What follows belongs to an exercise in optimizing a design on an open flow for small area; a production flow would make more cautious choices.

## Multiplier32Bit
module Multiplier32Bit (
	input[31:0] multiplicand,
	input[31:0] multiplier,
	input clk,
	input enable,
	input reset_n,
	output[31:0] aBus,
	output valid
);
Size: about 38 flip-flops, ~100 I/O pins, ~0.0058 sq mm of cells after synthesis.
export LEC_CHECK = 0
export CAP_MARGIN = 20
export CORE_MARGIN = 2
export CORE_UTILIZATION = 40
export CTS_BUF_LIST = sky130_fd_sc_hd__clkbuf_8
export SLEW_MARGIN = 20
export SYNTH_HIERARCHICAL = 1
export SYNTH_MINIMUM_KEEP_SIZE = 0
create_clock -name core_clock -period 10.0 [get_ports {clk}]
standard.sh (not shown) runs the stock make flow with config.mk's settings and CLKGATE_MAP_FILE= SYNTH_SCRIPT=/design/flow/synth_recipe.tcl, a recipe that flattens the netlist after the stock synthesis.
==> flow/flow/run.sh <==
#!/bin/bash
export BUFFER_PORTS_ARGS="-buffer_cell sky130_fd_sc_hd__buf_1"
export CTS_ARGS="-sink_clustering_enable -repair_clock_nets -dont_use_dummy_load -buf_list sky130_fd_sc_hd__clkbuf_8"
export POST_FLOORPLAN_TCL="$PWD/flow/downsize.tcl"
bash standard.sh RECOVER_POWER=100 finish > standard.log 2>&1
==> flow/flow/downsize.tcl <==
# Sourced after floorplanning (POST_FLOORPLAN_TCL): set every logic cell to
# the smallest drive strength of its function. Placement-stage repair and
# timing repair size up again where timing or slew needs it.
set db [ord::get_db]
set n 0
foreach inst [[ord::get_db_block] getInsts] {
  set m [[$inst getMaster] getName]
  if {![regexp {^(sky130_fd_sc_hd__[a-z0-9]+)_([0-9]+)$} $m -> base drive]} { continue }
  if {[regexp {dfxtp|dfrtp|conb|tap|fill|decap|clkbuf|clkinv|clkdly|dly} $base]} { continue }
  foreach d {0 1 2} {
    if {$d >= $drive} { break }
    set cand "${base}_$d"
    if {[$db findMaster $cand] != "NULL" && [llength [get_lib_cells -quiet $cand]] > 0 && [lsearch $::env(DONT_USE_CELLS) $cand] < 0} {
      replace_cell [$inst getName] $cand
      incr n
      break
    }
  }
}
puts "downsize: $n cells set to their smallest drive strength"
The baseline passed the timing, DRC and antenna checks.
Then changed:
--- a/flow/design.v
+++ b/flow/design.v
@@ -412,32 +412,32 @@
 	inc_cell ut_160 (.s(t_145), .t(t_159), .c(t_132), .y(t_160));
 	and2 ut_161 (.a(t_159), .b(t_145), .y(t_161));
 	inc_cell ut_162 (.s(t_147), .t(t_161), .c(t_132), .y(t_162));
 	and2 ut_163 (.a(t_161), .b(t_147), .y(t_163));
 	ao21 ut_164 (.a1(t_163), .a2(t_132), .b(t_148), .y(t_164));
 	half_adder ut_165 (.a(t_88), .b(t_87), .s(t_165), .co(t_166));
 	full_adder ut_167 (.a(t_90), .b(t_89), .c(t_166), .s(t_167), .co(t_168));
 	full_adder ut_169 (.a(t_92), .b(t_91), .c(t_168), .s(t_169), .co(t_170));
 	full_adder ut_171 (.a(t_94), .b(t_93), .c(t_170), .s(t_171), .co(t_172));
-	xor2 ut_173 (.a(t_165), .b(t_164), .y(t_173));
-	inc_cell ut_174 (.s(t_167), .t(t_165), .c(t_164), .y(t_174));
-	and2 ut_175 (.a(t_165), .b(t_167), .y(t_175));
-	inc_cell ut_176 (.s(t_169), .t(t_175), .c(t_164), .y(t_176));
-	and2 ut_177 (.a(t_175), .b(t_169), .y(t_177));
-	inc_cell ut_178 (.s(t_171), .t(t_177), .c(t_164), .y(t_178));
-	and2 ut_179 (.a(t_177), .b(t_171), .y(t_179));
-	ao21 ut_180 (.a1(t_179), .a2(t_164), .b(t_172), .y(t_180));
-	half_adder ut_181 (.a(t_96), .b(t_95), .s(t_181), .co(t_182));
-	full_adder ut_183 (.a(t_98), .b(t_97), .c(t_182), .s(t_183), .co(t_184));
-	xor2 ut_185 (.a(t_181), .b(t_180), .y(t_185));
-	inc_cell ut_186 (.s(t_183), .t(t_181), .c(t_180), .y(t_186));
-	and2 ut_187 (.a(t_181), .b(t_183), .y(t_187));
-	ao21 ut_188 (.a1(t_187), .a2(t_180), .b(t_184), .y(t_188));
+	full_adder ut_173 (.a(t_96), .b(t_95), .c(t_172), .s(t_173), .co(t_174));
+	full_adder ut_175 (.a(t_98), .b(t_97), .c(t_174), .s(t_175), .co(t_176));
+	xor2 ut_177 (.a(t_165), .b(t_164), .y(t_177));
+	inc_cell ut_178 (.s(t_167), .t(t_165), .c(t_164), .y(t_178));
+	and2 ut_179 (.a(t_165), .b(t_167), .y(t_179));
+	inc_cell ut_180 (.s(t_169), .t(t_179), .c(t_164), .y(t_180));
+	and2 ut_181 (.a(t_179), .b(t_169), .y(t_181));
+	inc_cell ut_182 (.s(t_171), .t(t_181), .c(t_164), .y(t_182));
+	and2 ut_183 (.a(t_181), .b(t_171), .y(t_183));
+	inc_cell ut_184 (.s(t_173), .t(t_183), .c(t_164), .y(t_184));
+	and2 ut_185 (.a(t_183), .b(t_173), .y(t_185));
+	inc_cell ut_186 (.s(t_175), .t(t_185), .c(t_164), .y(t_186));
+	and2 ut_187 (.a(t_185), .b(t_175), .y(t_187));
+	ao21 ut_188 (.a1(t_187), .a2(t_164), .b(t_176), .y(t_188));
 	half_adder ut_189 (.a(t_100), .b(t_99), .s(t_189), .co(t_190));
 	full_adder ut_191 (.a(t_102), .b(t_101), .c(t_190), .s(t_191), .co(t_192));
 	full_adder ut_193 (.a(t_104), .b(t_103), .c(t_192), .s(t_193), .co(t_194));
 	full_adder ut_195 (.a(t_106), .b(t_105), .c(t_194), .s(t_195), .co(t_196));
 	full_adder ut_197 (.a(t_108), .b(t_107), .c(t_196), .s(t_197), .co(t_198));
 	assign t_199 = t_110 ^ t_109 ^ t_198;
 	assign next[0] = r0[0];
 	assign next[1] = t_111;
 	assign next[2] = t_113;
@@ -452,23 +452,23 @@
 	assign next[11] = t_131;
 	assign next[12] = t_149;
 	assign next[13] = t_150;
 	assign next[14] = t_152;
 	assign next[15] = t_154;
 	assign next[16] = t_156;
 	assign next[17] = t_158;
 	assign next[18] = t_160;
 	assign next[19] = t_162;
-	assign next[20] = t_173;
-	assign next[21] = t_174;
-	assign next[22] = t_176;
-	assign next[23] = t_178;
-	assign next[24] = t_185;
+	assign next[20] = t_177;
+	assign next[21] = t_178;
+	assign next[22] = t_180;
+	assign next[23] = t_182;
+	assign next[24] = t_184;
 	assign next[25] = t_186;
 	assign next[26] = t_189;
 	assign next[27] = t_191;
 	assign next[28] = t_193;
 	assign next[29] = t_195;
 	assign next[30] = t_197;
 	assign next[31] = t_199;
 	assign pend_c = t_188;
 	reg pend;
After rerunning:
- die area stays flat
- fmax climbs by 0.71%
- flip-flop and latch count is unchanged
- cell count stays flat
- area after synthesis hardly moves
Function was not checked in any run of this note: the RTL went through the layout flow alone.

[separate check: timing with driven ports]
No port has a modelled driver above. Below, the same layouts with a new extraction and two added sets of constraints.
Step 1: set_driving_cell puts a clkbuf_16 on clk and a buf_2 on each other input, an assumption about the parent block.
Step 2 also shifts input and output timing later by t, the mid clock arrival at the registers, as if the neighbouring blocks saw the same clock.
a / b / c = no drivers / after step 1 / after step 2; a / b = the first two.
run | t (ns) | setup slack, ns | worst hold slack (ns)
the first run | 0.344 | 0.460 / 0.474 / 0.130 | 0.543 / 0.543 / 0.543
the second run | 0.326 | 0.527 / 0.540 / 0.214 | 0.533 / 0.533 / 0.533
After both steps every run listed still meets setup and hold. For the first run, which loses most, drivers alone change the setup slack by +0.014 ns; drivers and shift together by -0.330 ns.
